Context: an optimization exercise on an open-source flow, tuned for small area. The choices shown serve that exercise and are no tape-out recipe. Function was checked by simulation only, so behaviour that the tests miss may differ from the original. Power is estimated from default activity; no workload was simulated. The flow treats the clock pin as an ideal source, which a real chip does not have.

## run 1
## ospi_flash
module ospi_flash(
    input wire clk,
    output wire [7:0] OSPI_IO_out,
    output wire OSPI_IO_oe,
    input wire OSPI_CS,
    input wire reset_n,
    input wire write_enable,
    input wire read_enable,
    input wire erase_enable,
    input wire [7:0] data_in,
    input wire [23:0] address,
    output reg [7:0] data_out,
    input wire HOLD_N,
    input wire [1:0] mode
);
Size in the first run: ~6,200 cells after synthesis, roughly 2,100 flip-flops, ~58 I/O pins, ~0.066 mm² of cells after synthesis.
make LEC_CHECK=0 CAP_MARGIN=40 CORE_MARGIN=2 CORE_UTILIZATION=75 CTS_BUF_LIST=sky130_fd_sc_hd__clkbuf_16 CTS_CLUSTER_DIAMETER=60 CTS_CLUSTER_SIZE=40 PLACE_DENSITY=0.85 SLEW_MARGIN=40 SYNTH_HIERARCHICAL=1 SYNTH_MINIMUM_KEEP_SIZE=0 finish   # period 14.0 ns
run.sh (not shown) runs the stock make flow with config.mk's settings and CLKGATE_MAP_FILE= SYNTH_SCRIPT=/design/flow/synth_recipe.tcl, a recipe that flattens the netlist after the stock synthesis.
> inputs changed (run 1 -> run 2)
Settings: CTS_CLUSTER_DIAMETER changed from 60 to 80; CTS_CLUSTER_SIZE changed from 40 to 30.
==> flow/flow/run.sh (new file) <==
#!/bin/bash
# The standard layout, with two changes: port buffers use the smallest
# buffer cell, and clock tree synthesis inserts no dummy loads.
set -euo pipefail
export BUFFER_PORTS_ARGS="-buffer_cell sky130_fd_sc_hd__buf_1"
export CTS_ARGS="-sink_clustering_enable -repair_clock_nets -dont_use_dummy_load -buf_list sky130_fd_sc_hd__clkbuf_8 -sink_clustering_size 20 -sink_clustering_max_diameter 60"
bash standard.sh > standard.log 2>&1
==> flow/standard.sh (new file) <==
#!/bin/bash
# synth_recipe.tcl (not shown) runs the flow's synth.tcl, then flattens the netlist and writes it again
# the make line also repeats each setting of config.mk as NAME=value (left out here)
make -C /OpenROAD-flow-scripts/flow DESIGN_CONFIG=/design/flow/config.mk WORK_HOME=/design/flow/orfs CLKGATE_MAP_FILE= SYNTH_SCRIPT=/design/flow/synth_recipe.tcl "${@:-finish}"
removed: flow/run.sh
Notes after the runs:
Both conditions hold for run 2: the flow ran to the end and the final layout passed the timing, design-rule and antenna checks.
Of run 1 and run 2, the lower total wire length belongs to run 2.
Diff run 1 and run 2: clock-net power lower in run 2
Comparing the two runs side by side, run 2 comes out ahead of run 1 on final design area excluding fillers.
In the reports for run 1 and run 2, the smaller shortest clock period the worst path allows after layout belongs to run 2.
Compared run 2 against run 1; worst hold slack within noise.
Delta(total power, run 2 - run 1) < 0
The buffer share of cell area of run 2 is lower than that of run 1.
Summary — switching power, run 2 relative to run 1: lower, by 0.00065 W.
Run 2: signal arrival time at the worst endpoint 950 ps below run 1
Edits applied to the flow inputs when going from run 2 to run 3:
Settings: PLACE_DENSITY removed (was 0.85); CTS_CLUSTER_SIZE removed (was 30); CTS_CLUSTER_DIAMETER removed (was 80); CORE_UTILIZATION changed from 75 to 60; CTS_BUF_LIST removed (was sky130_fd_sc_hd__clkbuf_16).
==> flow/run.sh (new file) <==
#!/bin/bash
# synth_recipe.tcl (not shown) runs the flow's synth.tcl, then flattens the netlist and writes it again
# the make line also repeats each setting of config.mk as NAME=value (left out here)
make -C /OpenROAD-flow-scripts/flow DESIGN_CONFIG=/design/flow/config.mk WORK_HOME=/design/flow/orfs CLKGATE_MAP_FILE= SYNTH_SCRIPT=/design/flow/synth_recipe.tcl finish
removed: flow/flow/run.sh
removed: flow/standard.sh
Results
Per the comparison of run 3 with run 2, number of flip-flops and latches in the synthesized netlist barely changed, number of buffers added by the clock tree synthesis step climbed 74, overall power after layout climbed about 33%, maximum clock frequency dropped about 5%, delay contributed by the slowest stage of the critical path climbed 140 ps.
The inputs of run 4 differ from those of run 3 as listed below.
Settings: an added GPL_TIMING_DRIVEN of 0; an added PLACE_DENSITY of 0.85; an added CTS_CLUSTER_SIZE of 30; an added CTS_BUF_LIST of sky130_fd_sc_hd__clkbuf_16; an added CTS_CLUSTER_DIAMETER of 80; a change of CORE_UTILIZATION from 60 to 75.
## What came out
- Taking run 3 as the reference point, the clock network area share of run 4 falls by 5.8 points.
- address[2] as the worst setup path startpoint was reported by run 3, and address[1] by run 4.
- Sort run 3 and run 4 by global-route wire length before repair asc -> top: run 3
- Total design power, run 3 and run 4: smaller value in run 4
diff inputs: run 4 => run 5
Settings: CTS_BUF_LIST: sky130_fd_sc_hd__clkbuf_16 -> unset; CTS_CLUSTER_DIAMETER: 80 -> unset; GPL_TIMING_DRIVEN: 0 -> unset; CTS_CLUSTER_SIZE: 30 -> unset.
==> notes.md <==
In run 5 relative to run 4, total net switching power had gone up by more than 10%.
Run 5 ends up with a ratio of cells with drive above 1 in the final layout that is 2.6 points lower than in run 4.
Taking run 4 as the reference, in run 5 total instance count after detailed placement went down 386, total power rose by about 26%, number of clock buffers in the layout now sits higher.
#### Input delta (run 6 over run 5)
Settings: an added CTS_CLUSTER_DIAMETER of 80; a change of CAP_MARGIN from 40 to 18; an added CTS_CLUSTER_SIZE of 30; an added CTS_BUF_LIST of sky130_fd_sc_hd__clkbuf_16; a change of SLEW_MARGIN from 40 to 18.
==> flow/flow/run.sh (new file) <==
#!/bin/bash
# The standard layout, with two changes: port buffers use the smallest
# buffer cell, and clock tree synthesis inserts no dummy loads.
set -euo pipefail
export BUFFER_PORTS_ARGS="-buffer_cell sky130_fd_sc_hd__buf_1"
export CTS_ARGS="-sink_clustering_enable -repair_clock_nets -dont_use_dummy_load -buf_list sky130_fd_sc_hd__clkbuf_16 -sink_clustering_size 30 -sink_clustering_max_diameter 80"
bash standard.sh > standard.log 2>&1
==> flow/standard.sh (new file) <==
#!/bin/bash
# synth_recipe.tcl (not shown) runs the flow's synth.tcl, then flattens the netlist and writes it again
# the make line also repeats each setting of config.mk as NAME=value (left out here)
make -C /OpenROAD-flow-scripts/flow DESIGN_CONFIG=/design/flow/config.mk WORK_HOME=/design/flow/orfs CLKGATE_MAP_FILE= SYNTH_SCRIPT=/design/flow/synth_recipe.tcl "${@:-finish}"
removed: flow/run.sh
==> comparison <==
Run 5 vs run 6, capture point of the worst path: OSPI_IO_out[1] vs OSPI_IO_out[5]. Relative to run 5, the power of run 6 is lower by 22%. Worst-path cell with the longest stage delay = sky130_fd_sc_hd__nor4_1: run 6; worst-path cell with the longest stage delay = sky130_fd_sc_hd__clkdlybuf4s50_1: run 5. In the flow results for run 6 and run 5, the clock skew is smaller on run 5. Final area on run 6 is down relative to run 5. In the flow results for run 6 and run 5, the delay of the slowest critical-path stage is larger on run 6. Run 5 -> run 6: average via count per standard cell decreased slightly. Of run 6 and run 5, it is run 6 that has the lower area growth from synthesis to layout. When the final numbers for run 6 and run 5 were put side by side, the combined area of the multi-input logic cells turned out to be greater in run 5. Compared with run 5, run 6 shows total wire length after detailed routing lower by 13,000 µm. As far as top fanout value on the critical path goes, run 6 and run 5 are indistinguishable; the numbers are identical.

[afterwards: timing with drivers on the ports]
The results above use ideal ports. As a check the final layouts listed here were re-extracted and re-timed, cells and wires unchanged. Step 1, drivers: a clkbuf_16 drives clk and a buf_2 each remaining input, both assumed. Step 2, shift: input delay + t, output delay - t, t = (earliest + latest rising clock arrival at the registers) / 2. This alone moves slack from input paths to output paths. Three values: no drivers, after step 1, after step 2; two values: the first two.
run	shift t [ns]	setup slack, ns	worst register clock-pin slew, ns
run 1	0.817	2.107 / 2.027 / 2.027	0.12 / 0.12
run 2	0.888	3.064 / 2.936 / 2.936	0.12 / 0.12
run 3	0.858	2.492 / 2.388 / 2.388	0.07 / 0.07
run 4	0.762	1.679 / 1.646 / 1.646	0.11 / 0.11
run 5	0.853	1.955 / 1.884 / 1.884	0.07 / 0.07
run 6	0.750	2.250 / 2.132 / 2.132	0.12 / 0.12
After both steps every run listed still meets setup and hold. For run 2, which loses most, drivers alone change the setup slack by -0.128 ns; drivers and shift together by -0.128 ns.
